This is an optimization exercise on Yosys and OpenROAD, whose aim is a short achievable clock period and few clock cycles, not a production implementation.
No run shown here included a check of the RTL's function; only the layout flow was run.
Power figures rest on the tool's default switching activity, not on a simulated workload.

### design.v
module CHIP(clk,
            rst_n,
            mem_wen_D,
            mem_addr_D,
            mem_wdata_D,
            mem_rdata_D,
            mem_addr_I,
            mem_rdata_I
    );
    input         clk, rst_n ;
    output        mem_wen_D  ;
    output [31:0] mem_addr_D ;
    output [31:0] mem_wdata_D;
    input  [31:0] mem_rdata_D;
    output [31:0] mem_addr_I ;
    input  [31:0] mem_rdata_I;
    reg  [31:0] PC;
    reg  [31:0] RAS;             
    wire [31:0] f_ins  = mem_rdata_I;
    wire [31:0] f_pc4  = PC + 32'd4;
    wire        f_j    = ~f_ins[31] &  f_ins[27];                           
    wire        f_jal  = ~f_ins[31] &  f_ins[27] & f_ins[26];
    wire        f_jr   = ~f_ins[31] & ~f_ins[28] & ~f_ins[27] & ~f_ins[5];  
    wire [31:0] f_jtgt = {f_pc4[31:28], f_ins[25:0], 2'b00};
    reg         d_v;
    reg  [31:0] d_ins;
    reg  [31:0] d_pc4;
    reg  [31:0] d_ras;           
    reg         e_v;
    reg         e_we;            
    reg  [4:0]  e_rd;
    reg         e_ld, e_st, e_beq, e_jr, e_link;
    reg         e_imm;           
    reg         e_sub, e_and, e_or, e_slt, e_add;    
    reg  [31:0] e_a, e_b, e_sx;
    reg         e_fa1, e_fa2, e_fb1, e_fb2;  
    reg  [31:0] e_pc4;           
    reg  [31:0] e_alt;           
    reg         e_pt;            
    reg  [31:0] e_ras;           
    reg         m_we, m_ld, m_st;
    reg  [4:0]  m_rd;
    reg  [31:0] m_res, m_wd;
    reg         w_we;
    reg  [4:0]  w_rd;
    reg  [31:0] w_data;
    wire [31:0] R [0:31];
    assign R[0] = 32'd0;
    wire [4:0]  d_rs = d_ins[25:21];
    wire [4:0]  d_rt = d_ins[20:16];
    wire [4:0]  d_rdf = d_ins[15:11];
    wire        d_R   = ~d_ins[31] & ~d_ins[28] & ~d_ins[27];    
    wire        d_isjr = d_R & ~d_ins[5];
    wire        d_ld  =  d_ins[31] & ~d_ins[29];                  
    wire        d_st  =  d_ins[31] &  d_ins[29];                  
    wire        d_beq = ~d_ins[31] &  d_ins[28];                  
    wire        d_jal = ~d_ins[31] &  d_ins[27] & d_ins[26];      
    wire        d_jmp = ~d_ins[31] &  d_ins[27];                  
    wire        d_fslt = d_ins[3];
    wire        d_fand = d_ins[2] & ~d_ins[0];
    wire        d_for  = d_ins[2] &  d_ins[0];
    wire        d_fsub = ~d_ins[3] & ~d_ins[2] & d_ins[1];
    wire        d_Ralu = d_R & d_ins[5];
    wire [4:0]  d_dst  = d_jal ? 5'd31 : (d_ld ? d_rt : d_rdf);
    wire        d_wr   = (d_Ralu | d_ld | d_jal) & (d_dst != 5'd0);
    wire        d_use_rs = ~d_jmp;
    wire        d_use_rt = d_R | d_st | d_beq;
    wire [31:0] d_sx   = {{16{d_ins[15]}}, d_ins[15:0]};
    wire [31:0] d_btgt = d_pc4 + {d_sx[29:0], 2'b00};
    wire        d_pt   = (d_rs == d_rt) | d_ins[15];              
    reg  [31:0] d_ra, d_rb;
    always @(*) begin
        if (d_rs == 5'd0) d_ra = 32'd0;
        else if (w_we && (w_rd == d_rs)) d_ra = w_data;
        else d_ra = R[d_rs];
        if (d_rt == 5'd0) d_rb = 32'd0;
        else if (w_we && (w_rd == d_rt)) d_rb = w_data;
        else d_rb = R[d_rt];
    end
    wire stall = d_v & e_v & e_ld & e_we &
                 ((d_use_rs & (e_rd == d_rs)) | (d_use_rt & (e_rd == d_rt)));
    wire [31:0] e_A  = e_fa1 ? m_res : (e_fa2 ? w_data : e_a);
    wire [31:0] e_B  = e_fb1 ? m_res : (e_fb2 ? w_data : e_b);
    wire [31:0] e_B2 = e_imm ? e_sx : e_B;
    wire [31:0] e_sum = e_A + (e_sub ? ~e_B2 : e_B2) + {31'd0, e_sub};
    wire        e_lt  = (e_A[31] ^ e_B2[31]) ? e_A[31] : e_sum[31];
    wire [31:0] e_res = ({32{e_add}} & e_sum) |
                        ({32{e_and}} & (e_A & e_B2)) |
                        ({32{e_or}}  & (e_A | e_B2)) |
                        {31'd0, e_slt & e_lt} |
                        ({32{e_link}} & e_pc4);
    wire        e_eq   = (e_A == e_B);
    wire        redir_b  = e_v & e_beq & (e_eq ^ e_pt);
    wire        redir_jr = e_v & e_jr & (e_A != e_ras);
    wire        redirE   = redir_b | redir_jr;
    wire [31:0] tgtE     = e_jr ? e_A : e_alt;
    wire        redirD   = d_v & d_beq & d_pt & ~stall;
    assign mem_addr_I  = PC;
    assign mem_wen_D   = m_st;
    assign mem_addr_D  = m_res;
    assign mem_wdata_D = m_wd;
    reg [31:0] pc_nxt;
    always @(*) begin
        if (redirE)      pc_nxt = tgtE;
        else if (stall)  pc_nxt = PC;
        else if (redirD) pc_nxt = d_btgt;
        else if (f_j)    pc_nxt = f_jtgt;
        else if (f_jr)   pc_nxt = RAS;
        else             pc_nxt = f_pc4;
    end
    wire advF = ~redirE & ~stall & ~redirD;    
    always @(posedge clk or negedge rst_n) begin
        if (!rst_n) begin
            PC   <= 32'd0;
            RAS  <= 32'd0;
            d_v  <= 1'b0;
            e_v  <= 1'b0;
            m_st <= 1'b0;
            m_we <= 1'b0;
            w_we <= 1'b0;
        end else begin
            PC <= pc_nxt;
            if (advF && f_jal) RAS <= f_pc4;
            if (redirE)       d_v <= 1'b0;
            else if (!stall)  d_v <= ~redirD;
            e_v  <= d_v & ~redirE & ~stall;
            m_st <= e_v & e_st;
            m_we <= e_v & e_we;
            w_we <= m_we;
        end
    end
    always @(posedge clk) begin
        if (!stall) begin
            d_ins <= f_ins;
            d_pc4 <= f_pc4;
            d_ras <= RAS;
        end
        e_we   <= d_wr;
        e_rd   <= d_dst;
        e_ld   <= d_ld;
        e_st   <= d_st;
        e_beq  <= d_beq;
        e_jr   <= d_isjr;
        e_link <= d_jal;
        e_imm  <= d_ld | d_st;
        e_add  <= d_ld | d_st | (d_Ralu & ~d_fand & ~d_for & ~d_fslt);    
        e_sub  <= d_Ralu & (d_fsub | d_fslt);
        e_and  <= d_Ralu & d_fand;
        e_or   <= d_Ralu & d_for;
        e_slt  <= d_Ralu & d_fslt;
        e_a    <= d_ra;
        e_b    <= d_rb;
        e_sx   <= d_sx;
        e_fa1  <= e_v & e_we & (e_rd == d_rs);
        e_fa2  <= m_we & (m_rd == d_rs);
        e_fb1  <= e_v & e_we & (e_rd == d_rt);
        e_fb2  <= m_we & (m_rd == d_rt);
        e_pc4  <= d_pc4;
        e_alt  <= d_pt ? d_pc4 : d_btgt;
        e_pt   <= d_pt;
        e_ras  <= d_ras;
        m_ld   <= e_ld;
        m_rd   <= e_rd;
        m_res  <= e_res;
        m_wd   <= e_B;
        w_rd   <= m_rd;
        w_data <= m_ld ? mem_rdata_D : m_res;
    end
    genvar g;
    generate
        for (g = 1; g < 32; g = g + 1) begin : rf
            reg [31:0] q;
            always @(posedge clk or negedge rst_n) begin
                if (!rst_n) q <= 32'd0;
                else if (w_we && (w_rd == g)) q <= w_data;
            end
            assign R[g] = q;
        end
    endgenerate
endmodule
### run.sh
#!/bin/bash
# synth_recipe.tcl (not shown) runs the flow's synth.tcl, then flattens the netlist and writes it again
# the make line also repeats each setting of config.mk as NAME=value (left out here)
make -C /OpenROAD-flow-scripts/flow DESIGN_CONFIG=/design/flow/config.mk WORK_HOME=/design/flow/orfs CLKGATE_MAP_FILE= SYNTH_SCRIPT=/design/flow/synth_recipe.tcl finish
### config.mk
export PLATFORM = sky130hd
export DESIGN_NAME = CHIP
export DESIGN_NICKNAME = CHIP
export VERILOG_FILES = /design/flow/design.v
export SDC_FILE = /design/flow/constraint.sdc
export NUM_CORES = 4
export LEC_CHECK = 0
export ABC_CLOCK_PERIOD_IN_PS = 3000
export CAP_MARGIN = 20
export CORE_MARGIN = 2
export CORE_UTILIZATION = 40
export SETUP_SLACK_MARGIN = 5
export SLEW_MARGIN = 20
### constraint.sdc
create_clock -name core_clock -period 11.0 [get_ports {clk}]
set_input_delay 2.2000 -clock core_clock [delete_from_list [all_inputs] [get_ports {clk}]]
set_output_delay 2.2000 -clock core_clock [all_outputs]
set_load 0.01 [all_outputs]
==> results of run 1 <==
## sequential cells by signal, indices dropped and copies added, names as in the netlist, 5 cells and up
register and flops:
e_rd 5, d_ras 32, w_data 32, d_ins 31, e_ras 32, PC 32
d_pc4 32, e_a 32, m_rd 5, e_sx 16, m_res 32, rf.q 992
m_wd 32, e_b 32, RAS 32, w_rd 5, e_alt 32, e_pc4 30
## where the power goes
group | switching [uW] | internal, uW
Sequential | 1340 | 6850
Clock | 2340 | 3180
Combinational | 2210 | 1760
## metrics by stage
stage               instance area, sq um  cells
floorplan                          70200   6026
global placement                   74700   8153
detailed placement                 74700   8153
CTS                                80000   8446
global route                       80100   8446
finish                             80100   8450
## per-layer routing
layer  GRT usage  wire length [um]
met5     0.00430               142
met1       0.428            115000
met2       0.497            131000
met3       0.139             45900
met4       0.217             25400
## final cells by class
type                    instances  area (sq um)
diodes                          4          10.0
well taps                    2325          2910
clock buffers                 244          4710
inverters                      55           209
multi-input cells            3967         33100
clock inverters                49           581
flip-flops and latches       1459         35500
fillers                     16084         94100
repair buffers                347          3070
## cell families after synthesis
kind of cell | after synthesis | synth area share
buf+inv | 600 | 0.0333
fa+ha+maj | 69 | 0.0125
compound gates | 1579 | 0.167
simple gates | 912 | 0.0651
mux | 1206 | 0.192
xor+xnor | 201 | 0.0251
flops | 1459 | 0.505
## worst max-delay path by stage
stage               depth (start not counted)  slack (ns)         to             from
floorplan                                   6        7.08     PC[30]  mem_rdata_I[28]
global placement                           11        5.27     RAS[4]        w_data[7]
detailed placement                         11        5.28     RAS[6]        w_data[7]
CTS                                        11        5.28     RAS[6]        w_data[7]
global route                               14        5.03  m_res[27]            e_fb2
finish                                     14        5.31  m_res[27]            e_fb2
## Yosys cell counts, types with 95 or more instances
cell and count:
clkbuf_1 440, nand3_1 139, edfxtp_1 95, mux2_2 1101
nand4_1 169, o21ai_0 181, nor2_1 207, xor2_1 122
nand2_1 174, a22oi_1 543, mux2i_1 104, dfxtp_1 303
a221oi_1 223, a21oi_1 159, a22o_1 162, dfrtp_1 1061
## critical path, delay by kind of cell (launching register included)
kind	cells	cell delay, ns
multiplexers	3	0.64
AO/OA/AOI/OAI	5	2.69
XOR/XNOR	1	0.18
buffers and inverters	1	0.54
AND/OR/NAND/NOR	3	0.80
adder cells (fa/ha/maj)	1	0.38
flip-flops	1	0.31
==> summary.md, run 1 <==
| Metric | Value |
|---|---|
| Critical register-to-register path startpoint | `e_fb2` |
| Post-Syn Nets | `6161` |
| Ports | `163` |
| Synth Cell Area | `70200 sq um` |
| DRC Markers | `0` |
| Flop-to-flop setup slack | `5.31 ns` |
| Post-synth top area cell | `dfrtp_1` |
| Setup CP Type | `flop to flop` |
| Final WS setup | `5.31 ns` |
| Die area | `179000 sq um` |
| Setup TNS | `0 ns` |
| Worst hold margin | `0.338 ns` |
| Final Setup Violations | `0` |
| Largest net degree at the start of global routing | `160` |
| CTS buffer count | `158` |
| Fmax achieved | `0.176 GHz` |
| Number of hold violations in the final report | `0` |
| Skew-Pair Late Insertion Delay | `0.83 ns` |
| Overall Power | `17700 uW` |
| Top FF cell, synth | `dfrtp_1` |
| Core area | `174000 sq um` |
| Number of enable flip-flop cells after synthesis | `95` |
| Hold Crit Depth | `0` |
| Avg Cell Area, Syn | `11.7 sq um` |
| Cell breakdown of the critical path | `buf_4 -> mux2i_1 -> o21ai_0 -> mux2i_1 -> xnor2_1 -> ha_1 -> a2111oi_0 -> a22oi_1 -> and4b_1 -> a32oi_1 -> nand2_1 -> a211oi_1 -> mux2i_1 -> nand4_1` |
| FF+latch count, synth | `1459` |
| HPWL after DPL | `180 mm` |
| Setup crit end kind | `flop` |
| Vias in the first global route | `57.8k` |
| Vias | `59.4k` |
| Skew final | `0.0401 ns` |
| NumNets Final | `6123` |
| Largest cells by area after synthesis | `dfrtp_1 (38%), mux2_2 (18%), dfxtp_1 (8.6%)` |
| Fin crit share | `0.518` |
| DRT Pass-1 Iters | `10` |
| Syn-to-layout area delta | `14.1%` |
| Clock period minus worst slack | `5.69 ns` |
| Worst-case clock buffer depth | `3` |
| CTS hold repair buffers | `0` |
| Max_cap viols | `0` |
| R2R depth | `14` |
| Top-area cell type share of the netlist area | `0.378` |
| Avg WL per Cell | `37.6 um` |
| Worst hold path class | `flop to flop` |
| GP Congestion | `0.954` |
| Critical path's slowest cell | `a32oi_1` |
| Layout cells sized above 1 | `0.276` |
| Worst Hold Launch | `d_ras[29]` |
| Die height | `423 um` |
| Post-CTS Setup Bufs | `0` |
| Port bufs | `161` |
| Overflow after GRT | `0` |
| Req. time, crit path | `11.67 ns` |
| Most frequent cells in the layout | `mux2_2 (1101), dfrtp_1 (1061), a22oi_1 (543)` |
| Reg-to-Reg End | `m_res[27]` |
| Rel. slew slack | `0.131` |
| Lkg Pwr | `0.0343 uW` |
| CTS H-Tree Depth | `4` |
| Async SR Flop Fraction | `0.727` |
| Clock Sinks | `1459` |
| CP max FO | `32` |
| Post-synthesis sequential area ratio | `0.505` |
| Final Max Slew Viols | `0` |
| Worst setup SP type | `flop` |
| Util after Layout | `0.460` |
| Pin slew with the least headroom to its limit | `1.30 ns` |
| Worst VDD drop | `0.172 mV` |
| Yosys warning total | `1` |
| Pre-CTS setup slack | `5.28 ns` |
| All-Layer GR Usage | `0.345` |
| RSZ-0062 raised after global routing | `no` |
| Global-route wire length before repair | `442 mm` |
| Outcome | `timing/DRC/antenna clean` |
| Most used cell, CP | `mux2i_1` |
| Arr. time, crit path | `6.37 ns` |
| Synthesized instance count | `6026` |
| Die Wd | `423 um` |
| Initial DRC count | `9917` |
| Final WL | `318 mm` |
| Slowest stage delay, CP | `0.75 ns` |
| Clk root buf | `clkbuf_16` |
| CTS resizes | `0` |
| Post-route ant nets | `0` |
| Initial Util | `0.403` |
| Via density | `7.03` |
| Commonest non-fill, non-tap cell in the layout | `mux2_2` |
| Core Rows | `153` |
| Cell Pwr Density | `221 nW/um^2` |
| Hold Path End | `e_ras[29]` |
| Antenna violations before repair | `11` |
| CTS tree | `done` |
| Synth cell types | `78` |
| Worst-path clk slew | `0.06 ns` |
==> run 2, diff against run 1 <==
--- a/design.v
+++ b/design.v
@@ -24,2 +24,5 @@
     wire [31:0] f_jtgt = {f_pc4[31:28], f_ins[25:0], 2'b00};
+    wire        f_beq  = ~f_ins[31] &  f_ins[28];
+    wire        f_pt   = f_beq & ((f_ins[25:21] == f_ins[20:16]) | f_ins[15]);   
+    wire [31:0] f_btgt = f_pc4 + {{14{f_ins[15]}}, f_ins[15:0], 2'b00};
     reg         d_v;
@@ -28,2 +31,3 @@
     reg  [31:0] d_ras;           
+    reg         d_pt;            
     reg         e_v;
@@ -69,3 +73,2 @@
     wire [31:0] d_btgt = d_pc4 + {d_sx[29:0], 2'b00};
-    wire        d_pt   = (d_rs == d_rt) | d_ins[15];              
     reg  [31:0] d_ra, d_rb;
@@ -96,3 +99,2 @@
     wire [31:0] tgtE     = e_jr ? e_A : e_alt;
-    wire        redirD   = d_v & d_beq & d_pt & ~stall;
     assign mem_addr_I  = PC;
@@ -105,3 +107,3 @@
         else if (stall)  pc_nxt = PC;
-        else if (redirD) pc_nxt = d_btgt;
+        else if (f_pt)   pc_nxt = f_btgt;
         else if (f_j)    pc_nxt = f_jtgt;
@@ -110,3 +112,3 @@
     end
-    wire advF = ~redirE & ~stall & ~redirD;    
+    wire advF = ~redirE & ~stall;    
     always @(posedge clk or negedge rst_n) begin
@@ -124,3 +126,3 @@
             if (redirE)       d_v <= 1'b0;
-            else if (!stall)  d_v <= ~redirD;
+            else if (!stall)  d_v <= 1'b1;
             e_v  <= d_v & ~redirE & ~stall;
@@ -136,2 +138,3 @@
             d_ras <= RAS;
+            d_pt  <= f_pt;
         end
==> flow/run.sh (new file) <==
#!/bin/bash
# Standard layout, with timing repair aimed well below the clock period.
set -euo pipefail
bash standard.sh SETUP_SLACK_MARGIN=7.5 finish > standard_flow.log 2>&1
==> standard.sh (new file) <==
#!/bin/bash
# synth_recipe.tcl (not shown) runs the flow's synth.tcl, then flattens the netlist and writes it again
# the make line also repeats each setting of config.mk as NAME=value (left out here)
make -C /OpenROAD-flow-scripts/flow DESIGN_CONFIG=/design/flow/config.mk WORK_HOME=/design/flow/orfs CLKGATE_MAP_FILE= SYNTH_SCRIPT=/design/flow/synth_recipe.tcl "${@:-finish}"
--- a/config.mk
+++ b/config.mk
@@ -11,3 +11,2 @@
 export CORE_UTILIZATION = 40
-export SETUP_SLACK_MARGIN = 5
 export SLEW_MARGIN = 20
removed: run.sh
==> run 2 against run 1 <==
Compared with the run above: still clean on timing, DRC and antenna; register-to-register slack better by 1.7 ns; combinational power rose by 42%; power is 11% higher; first-iteration DRC count increased by 6.8%; clock skew down 0.0047 ns; maximum frequency grew 41%; flip-flop and latch count up 1; non-clock buffer count increased by 318; sequential share of layout area shrank 3.2 points; core utilization is 2.7 points higher; cell count is 6.9% higher; setup slack improved by 1.6 ns.
==> summary.md, run 2 <==
| Metric | Value |
|---|---|
| CP max FO | `3` |
| Cell Pwr Density | `227 nW/um^2` |
| Skew-Pair Late Insertion Delay | `0.84 ns` |
| Synthesized instance count | `6236` |
| Via density | `6.93` |
| Flop-to-flop setup slack | `7.02 ns` |
| Core area | `178000 sq um` |
| Clock Sinks | `1460` |
| Setup CP Type | `input port to flop` |
| Reg-to-Reg End | `m_res[31]` |
| Synth cell types | `82` |
| Commonest non-fill, non-tap cell in the layout | `mux2_2` |
| Hold Crit Depth | `0` |
| HPWL after DPL | `184 mm` |
| Max FFs per register | `992` |
| Placed inst area | `76600 sq um` |
| Port bufs | `161` |
| Post-synth top area cell | `dfrtp_1` |
| Top-area cell type share of the netlist area | `0.371` |
| Clk root buf | `clkbuf_16` |
| Worst setup SP type | `input port` |
| Worst-path clk slew | `0.06 ns` |
| Die height | `427 um` |
| Req. time, crit path | `11.71 ns` |
| Fmax achieved | `0.247 GHz` |
| Largest net degree at the start of global routing | `177` |
| Skew final | `0.0354 ns` |
| RSZ-0062 raised after global routing | `yes` |
| All-Layer GR Usage | `0.352` |
| Area occupied by multi-input gates | `36300 sq um` |
| Setup crit end kind | `flop` |
| Number of hold violations in the final report | `0` |
| NumNets Final | `6693` |
| Async SR Flop Fraction | `0.727` |
| Yosys warning total | `1` |
| Most numerous cell in the Yosys netlist | `dfrtp_1` |
| CTS hold repair buffers | `0` |
| Fin crit share | `0.368` |
| Initial Util | `0.402` |
| Synth Cell Area | `71600 sq um` |
| Critical register-to-register path startpoint | `e_fb2` |
| Max_cap viols | `0` |
| Final WL | `331 mm` |
| Core Rows | `155` |
| Most frequent cells in the layout | `mux2_2 (1053), dfrtp_1 (1042), a22oi_1 (539)` |
| Hold Path End | `e_ras[23]` |
| DRC Markers | `0` |
| Slowest stage delay, CP | `0.38 ns` |
| Synth Area in Compound Gates | `0.168` |
| Final Max Slew Viols | `0` |
| CTS tree | `done` |
| Post-synthesis sequential area ratio | `0.496` |
| Antenna violations before repair | `8` |
| Number of enable flip-flop cells after synthesis | `96` |
| Clock period minus worst slack | `4.05 ns` |
| Worst-case clock buffer depth | `3` |
| Cell breakdown of the critical path | `buf_8 -> ha_4 -> fa_2 -> a21o_1 -> a311oi_2 -> o211ai_1 -> nand2_2 -> a31oi_4 -> a211oi_2 -> xor2_1 -> nor2_1 -> o311a_1` |
| Largest cells by area after synthesis | `dfrtp_1 (37%), mux2_2 (17%), dfxtp_1 (8.5%)` |
| Setup TNS | `0 ns` |
| Vias | `62.6k` |
| Worst Hold Launch | `d_ras[23]` |
| Global-route wire length before repair | `457 mm` |
| Synth Area in XOR/XNOR | `0.0269` |
| Critical path's slowest cell | `fa_2` |
| Synth Area in Adders | `0.0176` |
| Util after Layout | `0.487` |
| Post-Syn Nets | `6401` |
| R2R depth | `19` |
| Simple-Gate Fraction of Synth Area | `0.0702` |
| Vias in the first global route | `60.3k` |
| Rel. slew slack | `0.193` |
| Pin slew with the least headroom to its limit | `1.21 ns` |
| FF+latch count, synth | `1460` |
| Initial DRC count | `10.6k` |
| Syn-to-layout area delta | `21.1%` |
| Top FF cell, synth | `dfrtp_1` |
| Fillers | `15.6k` |
| Avg Cell Area, Syn | `11.5 sq um` |
| Lkg Pwr | `0.0374 uW` |
| Worst hold path class | `flop to flop` |
| GP Congestion | `0.964` |
| Arr. time, crit path | `4.76 ns` |
| FF+latch area | `35700 sq um` |
| Layout cells sized above 1 | `0.366` |
| Outcome | `timing/DRC/antenna clean` |
| Biggest register | `rf.q` |
| DRT Pass-1 Iters | `11` |
| Avg WL per Cell | `36.7 um` |
| Final Setup Violations | `0` |
| Overflow after GRT | `0` |
| Post-route ant nets | `0` |
| Worst VDD drop | `0.163 mV` |
| Leading cell types by count after synthesis | `dfrtp_1 (1061), mux2_2 (1058), a22oi_1 (540), clkbuf_1 (440), dfxtp_1 (303)` |
| Mux cell area share after synthesis | `0.188` |
| CTS H-Tree Depth | `4` |
| Largest family of logic cells by synthesized area | `multiplexers` |
| Ports | `163` |
| CTS buffer count | `161` |
| Die Wd | `427 um` |
| Post-route cell area | `86800 sq um` |
| Die area | `182000 sq um` |
==> run 2: changes by cell type after synthesis, sizes merged, moves of 8 or more <==
cell,previous run,this run
a311oi,1,11
nand2,174,210
nor2,207,242
xor2,122,108
ha,67,96
a221oi,223,235
mux2,1101,1089
o21a,10,19
a21o,29,37
inv,54,70
xnor2,79,112
a211oi,53,33
a31oi,2,19
o21ai,213,249
==> run 2: worst max-delay path by stage <==
stage | slack [ns] | cells after the start | start | end
after floorplan | 6.60 | 11 | mem_rdata_I[0] | PC[30]
after global placement | 5.43 | 11 | mem_rdata_I[1] | PC[31]
after detailed placement | 5.45 | 11 | mem_rdata_I[1] | PC[31]
after CTS | 7.02 | 15 | e_fb2 | m_res[29]
after global routing | 6.89 | 14 | mem_rdata_I[0] | PC[18]
final | 6.95 | 12 | mem_rdata_I[0] | PC[30]
==> run 2: layer usage <==
| metal | part of all wire | track usage | vias up |
|---|---|---|---|
| met5 | 0.00045 | 0.00185 | - |
| met4 | 0.093 | 0.257 | 14 |
| met3 | 0.14 | 0.142 | 1693 |
| met2 | 0.42 | 0.505 | 5243 |
| met1 | 0.35 | 0.426 | 31120 |
| li1 | - | - | 24524 |
==> run 2: area by class of cell <==
cell class / instances / area share
clock buffers: 243 / 0.0548
inverters: 72 / 0.00346
flip-flops and latches: 1460 / 0.412
diodes: 11 / 0.000317
clock inverters: 56 / 0.00642
multi-input cells: 4167 / 0.419
well taps: 2355 / 0.0340
repair inverters: 1 / 0.000101
repair buffers: 665 / 0.0704
==> run 2: report_power, final <==
group	leakage (uW)	internal [uW]	switching [uW]
registers	0.0178	7020	1470
clock network	0.00261	3160	2350
logic	0.0170	2660	3020
total	0.0374	12800	6830
==> run 2: critical path, delay by kind of cell <==
family          cells  cell delay, ns
compound gates      6            1.42
xor+xnor            1            0.18
fa+ha+maj           2            0.54
buf+inv             1            0.11
simple gates        2            0.30
==> run 2: what timing repair did <==
action | in CTS | in global routing
buffers inserted | 216 | 78
setup endpoints to repair | 548 | 486
endpoints found under the hold margin | 0 | 0
resized for setup | 897 | 216
gates cloned | 10 | 5
pin swaps | 125 | 92
==> run 2: logic make-up after synthesis <==
group,count (synthesis)
AOI/OAI and AO/OA,1641
DFF,1460
muxes,1195
and+or+nand+nor,1009
buffers and inverters,612
xor gates and xnor gates,220
adders and majority gates,99
==> run 2: stage by stage <==
step / power (uW) / setup slack [ns] / hold slack [ns] / cells
finish: 19700 / 6.95 / 0.333 / 9030
global route: 20400 / 6.89 / 0.341 / 9019
CTS: 19100 / 7.02 / 0.334 / 8936
detailed placement: 13100 / 5.45 / 0.327 / 8411
global placement: 13000 / 5.43 / 0.325 / 8411
floorplan: 11000 / 6.60 / 0.323 / 6236

-- afterwards: timing with drivers on the ports --
How much do the figures lean on ideal ports? The routed layouts below were timed once more, with nothing changed but the port constraints. Step 1 (the two cells are an assumption about what drives the block):
set clk [get_ports {clk}]
set_driving_cell -lib_cell sky130_fd_sc_hd__clkbuf_16 $clk
set_driving_cell -lib_cell sky130_fd_sc_hd__buf_2 [delete_from_list [all_inputs] $clk]
Step 2 adds t to the input delays and takes it off the output delays; t is the mean of the earliest and latest rising clock arrival at the registers after step 1. Input paths then give back, and output paths get back, about the clock's delay inside the block. Three values: no drivers, after step 1, after step 2; two values: the first two.
run | t, ns | slack for setup (ns) | worst hold slack (ns) | cell pins on the clock port's net
run 1 | 0.895 | 5.307 / 5.307 / 5.307 | 0.338 / 0.338 / 0.338 | 1
run 2 | 0.908 | 6.949 / 6.991 / 6.083 | 0.333 / 0.333 / 0.333 | 1
After both steps setup and hold are still met in every run listed. The setup slack of run 2, which loses most, moves by +0.042 ns with the drivers and by -0.866 ns with both steps.
